Source: an optimization exercise on an open RTL-to-GDS flow (aim: small area and a short achievable clock period). Production flows keep margins and buffers that such runs may drop. Where RTL was checked, it was by simulation tests only, not by an equivalence proof against the original. Power is estimated from default activity; no workload was simulated.

== run 1 ==
// mult_man
module mult_man (
  input clk, input rstn, input data_rdy,
  input [16:0] mult1_signed, input [16:0] mult2_signed,
  output [31:0] res, output [33:0] res_signed, output res_rdy, output [32:0] res_final);
Size: ~1,400 cells after synthesis, about 15,000 sq um of cells after synthesis.
Settings: LEC_CHECK=0, CAP_MARGIN=20, CORE_MARGIN=2, CORE_UTILIZATION=40, SETUP_SLACK_MARGIN=2.2, SLEW_MARGIN=20, SYNTH_HIERARCHICAL=1, TNS_END_PERCENT=0; clock period 4.5 ns.
standard.sh (not shown) runs the stock make flow with config.mk's settings and CLKGATE_MAP_FILE= SYNTH_SCRIPT=/design/flow/synth_recipe.tcl, a recipe that flattens the netlist after the stock synthesis.
==> flow/flow/run.sh <==
#!/bin/bash
# The standard layout (standard.sh) with two changes:
# - the port buffers that buffer_ports inserts are sky130_fd_sc_hd__buf_2 cells (resized later as
#   needed) instead of the delay cell buffer_ports picks by itself; every port still gets one;
# - ABC maps the design's small gate modules for a 1 fF load instead of 5 fF, so that it does
#   not pick x2/x4 drive strengths for single gates (the resizer upsizes where timing needs it).
set -euo pipefail
bash standard.sh 'BUFFER_PORTS_ARGS=-buffer_cell sky130_fd_sc_hd__buf_2' ABC_LOAD_IN_FF=1 finish > standard_flow.log 2>&1
Run 1 completed end to end with timing, DRC and antenna clean.
> inputs changed (run 1 -> run 2)
- SETUP_SLACK_MARGIN now 2.3, was 2.2
==> flow/flow/run.sh <==
#!/bin/bash
# The standard layout (standard.sh), with one change: the port buffers that buffer_ports
# inserts are sky130_fd_sc_hd__buf_2 cells (later resized as needed) instead of the delay cell
# buffer_ports picks by itself. Every input and output port still gets its buffer.
set -euo pipefail
bash standard.sh 'BUFFER_PORTS_ARGS=-buffer_cell sky130_fd_sc_hd__buf_2' finish > standard_flow.log 2>&1
[summary]
When run 2 is measured against run 1, its fraction of the yosys area taken by sequential cells turns out 1.4 points lower.
Run 2 against run 1; power is up by a few percent.
Sort run 1 and run 2 by sequential share of power asc -> top: run 2
Run 2 vs. run 1: fraction of layout cells with a size suffix above 1 went up by 9.0 points.
Compared run 2 vs run 1, and via count is up in run 2.

========
try-lagoon:
Another version of the RTL of mult_man (not shown whole).
For scale: about 1400 cells after synthesis, about 260 flip-flops, ~15000 µm² of cells after synthesis.
## mult_man
module mult_man (
  input clk, input rstn, input data_rdy,
  input [16:0] mult1_signed, input [16:0] mult2_signed,
  output [31:0] res, output [33:0] res_signed, output res_rdy, output [32:0] res_final);
Settings: LEC_CHECK=0, ABC_CLOCK_PERIOD_IN_PS=2000, CAP_MARGIN=20, CORE_MARGIN=2, CORE_UTILIZATION=40, SETUP_SLACK_MARGIN=2.4, SLEW_MARGIN=20, SYNTH_HIERARCHICAL=1, TNS_END_PERCENT=0; clock period 4.5 ns.
==> flow/flow/run.sh <==
#!/bin/bash
# The standard layout (standard.sh), with one change: the port buffers that buffer_ports
# inserts are sky130_fd_sc_hd__buf_4 cells (later resized as needed) instead of the delay cell
# buffer_ports picks by itself. Every input and output port still gets its buffer.
set -euo pipefail
bash standard.sh 'BUFFER_PORTS_ARGS=-buffer_cell sky130_fd_sc_hd__buf_4' finish > standard_flow.log 2>&1
try-lagoon has completed all stages; timing, DRC and antenna checks passed.
diff inputs: try-lagoon => try-cedar
# try-lagoon
export LEC_CHECK = 0
export ABC_CLOCK_PERIOD_IN_PS = 2000
export CAP_MARGIN = 20
export CORE_MARGIN = 2
export CORE_UTILIZATION = 40
export SETUP_SLACK_MARGIN = 2.4
export SLEW_MARGIN = 20
export SYNTH_HIERARCHICAL = 1
export TNS_END_PERCENT = 0
create_clock -name core_clock -period 4.5 [get_ports {clk}]
# try-cedar
export LEC_CHECK = 0
export ABC_CLOCK_PERIOD_IN_PS = 2000
export CAP_MARGIN = 20
export CORE_MARGIN = 2
export CORE_UTILIZATION = 40
export GPL_TIMING_DRIVEN = 1
export SETUP_SLACK_MARGIN = 2.4
export SLEW_MARGIN = 20
export SYNTH_HIERARCHICAL = 1
export TNS_END_PERCENT = 0
create_clock -name core_clock -period 4.5 [get_ports {clk}]
==> flow/run.sh (new file) <==
#!/bin/bash
# synth_recipe.tcl (not shown) runs the flow's synth.tcl, then flattens the netlist and writes it again
# the make line also repeats each setting of config.mk as NAME=value (left out here)
make -C /OpenROAD-flow-scripts/flow DESIGN_CONFIG=/design/flow/config.mk WORK_HOME=/design/flow/orfs CLKGATE_MAP_FILE= SYNTH_SCRIPT=/design/flow/synth_recipe.tcl finish
removed: flow/flow/run.sh
removed: flow/standard.sh
## What came out
The final layouts of try-cedar and try-lagoon pass the timing, DRC and antenna checks.
According to the power report, total power for try-cedar is lower than for try-lagoon.
When try-cedar is set beside try-lagoon, its final standard cell utilization of the core turns out to be 2.7 points smaller.
On try-cedar: detailed placer's ending HPWL is 0.31% lower than what try-lagoon gave.
Relative to try-cedar, the following input files were edited for try-indigo:
# try-cedar
export LEC_CHECK = 0
export ABC_CLOCK_PERIOD_IN_PS = 2000
export CAP_MARGIN = 20
export CORE_MARGIN = 2
export CORE_UTILIZATION = 40
export GPL_TIMING_DRIVEN = 1
export SETUP_SLACK_MARGIN = 2.4
export SLEW_MARGIN = 20
export SYNTH_HIERARCHICAL = 1
export TNS_END_PERCENT = 0
create_clock -name core_clock -period 4.5 [get_ports {clk}]
# try-indigo
export LEC_CHECK = 0
export ABC_CLOCK_PERIOD_IN_PS = 2000
export CAP_MARGIN = 20
export CORE_MARGIN = 2
export CORE_UTILIZATION = 40
export SETUP_SLACK_MARGIN = 2.4
export SLEW_MARGIN = 20
export SYNTH_HIERARCHICAL = 1
export TNS_END_PERCENT = 0
create_clock -name core_clock -period 4.5 [get_ports {clk}]
Results
try-cedar ended with every stage complete and zero timing, DRC or antenna violations. Having completed the whole flow, try-indigo delivered a layout that passed the timing, DRC and antenna checks. Changes observed in try-indigo relative to try-cedar: number of I/O port buffers closely matched the old numbers; power comparable; initial antenna violation count held; smallest setup slack after layout roughly the same; total of cells resized after clock tree synthesis essentially unchanged.
Inputs modified between try-indigo and try-garnet:
# try-indigo
export LEC_CHECK = 0
export ABC_CLOCK_PERIOD_IN_PS = 2000
export CAP_MARGIN = 20
export CORE_MARGIN = 2
export CORE_UTILIZATION = 40
export SETUP_SLACK_MARGIN = 2.4
export SLEW_MARGIN = 20
export SYNTH_HIERARCHICAL = 1
export TNS_END_PERCENT = 0
create_clock -name core_clock -period 4.5 [get_ports {clk}]
# try-garnet
export LEC_CHECK = 0
export ABC_CLOCK_PERIOD_IN_PS = 2000
export CAP_MARGIN = 20
export CORE_MARGIN = 2
export CORE_UTILIZATION = 40
export SETUP_SLACK_MARGIN = 2.3
export SLEW_MARGIN = 20
export SYNTH_HIERARCHICAL = 1
export TNS_END_PERCENT = 0
create_clock -name core_clock -period 4.5 [get_ports {clk}]
==> flow/flow/run.sh (new file) <==
#!/bin/bash
# The standard layout (standard.sh), with one change: the port buffers that buffer_ports
# inserts are sky130_fd_sc_hd__buf_2 cells (later resized as needed) instead of the delay cell
# buffer_ports picks by itself. Every input and output port still gets its buffer.
set -euo pipefail
bash standard.sh 'BUFFER_PORTS_ARGS=-buffer_cell sky130_fd_sc_hd__buf_2' finish > standard_flow.log 2>&1
==> flow/standard.sh (new file) <==
#!/bin/bash
# synth_recipe.tcl (not shown) runs the flow's synth.tcl, then flattens the netlist and writes it again
# the make line also repeats each setting of config.mk as NAME=value (left out here)
make -C /OpenROAD-flow-scripts/flow DESIGN_CONFIG=/design/flow/config.mk WORK_HOME=/design/flow/orfs CLKGATE_MAP_FILE= SYNTH_SCRIPT=/design/flow/synth_recipe.tcl "${@:-finish}"
removed: flow/run.sh
### Flow results
- Non-filler instance count after layout: try-garnet vs try-indigo, no meaningful difference
- Clock-buffer cell count was lower in try-garnet than in try-indigo.
- Overall power of the completed layout: try-indigo vs try-garnet, no meaningful difference
- try-garnet vs try-indigo — global-route wire length before repair dropped slightly
- Area occupied by multi-input gates in try-garnet is 0.51% lower than in try-indigo
- Summary of try-garnet over try-indigo: total met3 wirelength after detailed routing went up 440 µm, total placed instance area went down 4.2%, area after synthesis held.
Modified inputs, try-fjord compared to try-garnet
# try-garnet
export LEC_CHECK = 0
export ABC_CLOCK_PERIOD_IN_PS = 2000
export CAP_MARGIN = 20
export CORE_MARGIN = 2
export CORE_UTILIZATION = 40
export SETUP_SLACK_MARGIN = 2.3
export SLEW_MARGIN = 20
export SYNTH_HIERARCHICAL = 1
export TNS_END_PERCENT = 0
create_clock -name core_clock -period 4.5 [get_ports {clk}]
# try-fjord
export LEC_CHECK = 0
export ABC_CLOCK_PERIOD_IN_PS = 2000
export CAP_MARGIN = 20
export CORE_MARGIN = 2
export CORE_UTILIZATION = 40
export CTS_CLUSTER_DIAMETER = 60
export CTS_CLUSTER_SIZE = 30
export SETUP_SLACK_MARGIN = 2.4
export SLEW_MARGIN = 20
export SYNTH_HIERARCHICAL = 1
export TNS_END_PERCENT = 0
create_clock -name core_clock -period 4.5 [get_ports {clk}]
==> flow/run.sh (new file) <==
#!/bin/bash
# synth_recipe.tcl (not shown) runs the flow's synth.tcl, then flattens the netlist and writes it again
# the make line also repeats each setting of config.mk as NAME=value (left out here)
make -C /OpenROAD-flow-scripts/flow DESIGN_CONFIG=/design/flow/config.mk WORK_HOME=/design/flow/orfs CLKGATE_MAP_FILE= SYNTH_SCRIPT=/design/flow/synth_recipe.tcl finish
removed: flow/flow/run.sh
removed: flow/standard.sh
==> comparison <==
Re simple-gate portion of the synthesized area: no difference whatsoever between try-fjord and try-garnet. From try-garnet to try-fjord the numbers moved as follows: clock-pin transition on the worst setup and hold timing paths shows an increase of 30 ps, global routing met2 resource utilization grew by 0.18 points. Total via count after detailed routing went down slightly going from try-garnet to try-fjord. Final cell count, try-garnet and try-fjord: smaller value in try-fjord. Taking try-garnet as the reference, in try-fjord total length of routed wires closely matched the old numbers; final area increased by about 1.2% relative to the old numbers; share of total power in sequential cells increased by 1.3 points relative to the old numbers; routed wire length per instance increased by 0.98% relative to the old numbers. Of try-garnet and try-fjord, try-fjord shows the higher minimum period implied by the final worst setup slack, with try-garnet below it. Total power after layout was higher in the run labelled try-garnet.
Function was not checked in any run of this note: the RTL went through the layout flow alone.

==> port drivers added, routing unchanged <==
The results above use ideal ports. As a check the final layouts listed here were re-extracted and re-timed, cells and wires unchanged. Step 1: set_driving_cell puts a clkbuf_16 on clk and a buf_2 on each other input, an assumption about the parent block. Step 2 adds t to the input delays and takes it off the output delays; t is the mean of the earliest and latest rising clock arrival at the registers after step 1. Input paths then give back, and output paths get back, about the clock's delay inside the block. a / b / c = no drivers / after step 1 / after step 2; a / b = the first two.
| run | shift t [ns] | slack for setup (ns) | hold WS [ns] | worst slew at a driven data input, ns | pins driven straight from the clock port |
|---|---|---|---|---|---|
| run 1 | 0.596 | 2.260 / 2.260 / 2.260 | 0.325 / 0.325 / 0.325 | 0.04 | 1 |
| run 2 | 0.589 | 2.245 / 2.245 / 2.245 | 0.324 / 0.324 / 0.324 | 0.05 | 1 |
| try-lagoon | 0.593 | 2.268 / 2.268 / 2.268 | 0.326 / 0.326 / 0.326 | 0.04 | 1 |
| try-cedar | 0.583 | 2.198 / 2.161 / 1.965 | 0.327 / 0.327 / 0.327 | 0.04 | 1 |
| try-indigo | 0.583 | 2.198 / 2.161 / 1.965 | 0.327 / 0.327 / 0.327 | 0.04 | 1 |
| try-garnet | 0.598 | 2.254 / 2.254 / 2.254 | 0.328 / 0.328 / 0.328 | 0.04 | 1 |
| try-fjord | 0.566 | 2.178 / 2.153 / 1.960 | 0.337 / 0.337 / 0.337 | 0.04 | 1 |
After both steps every run listed still meets setup and hold.
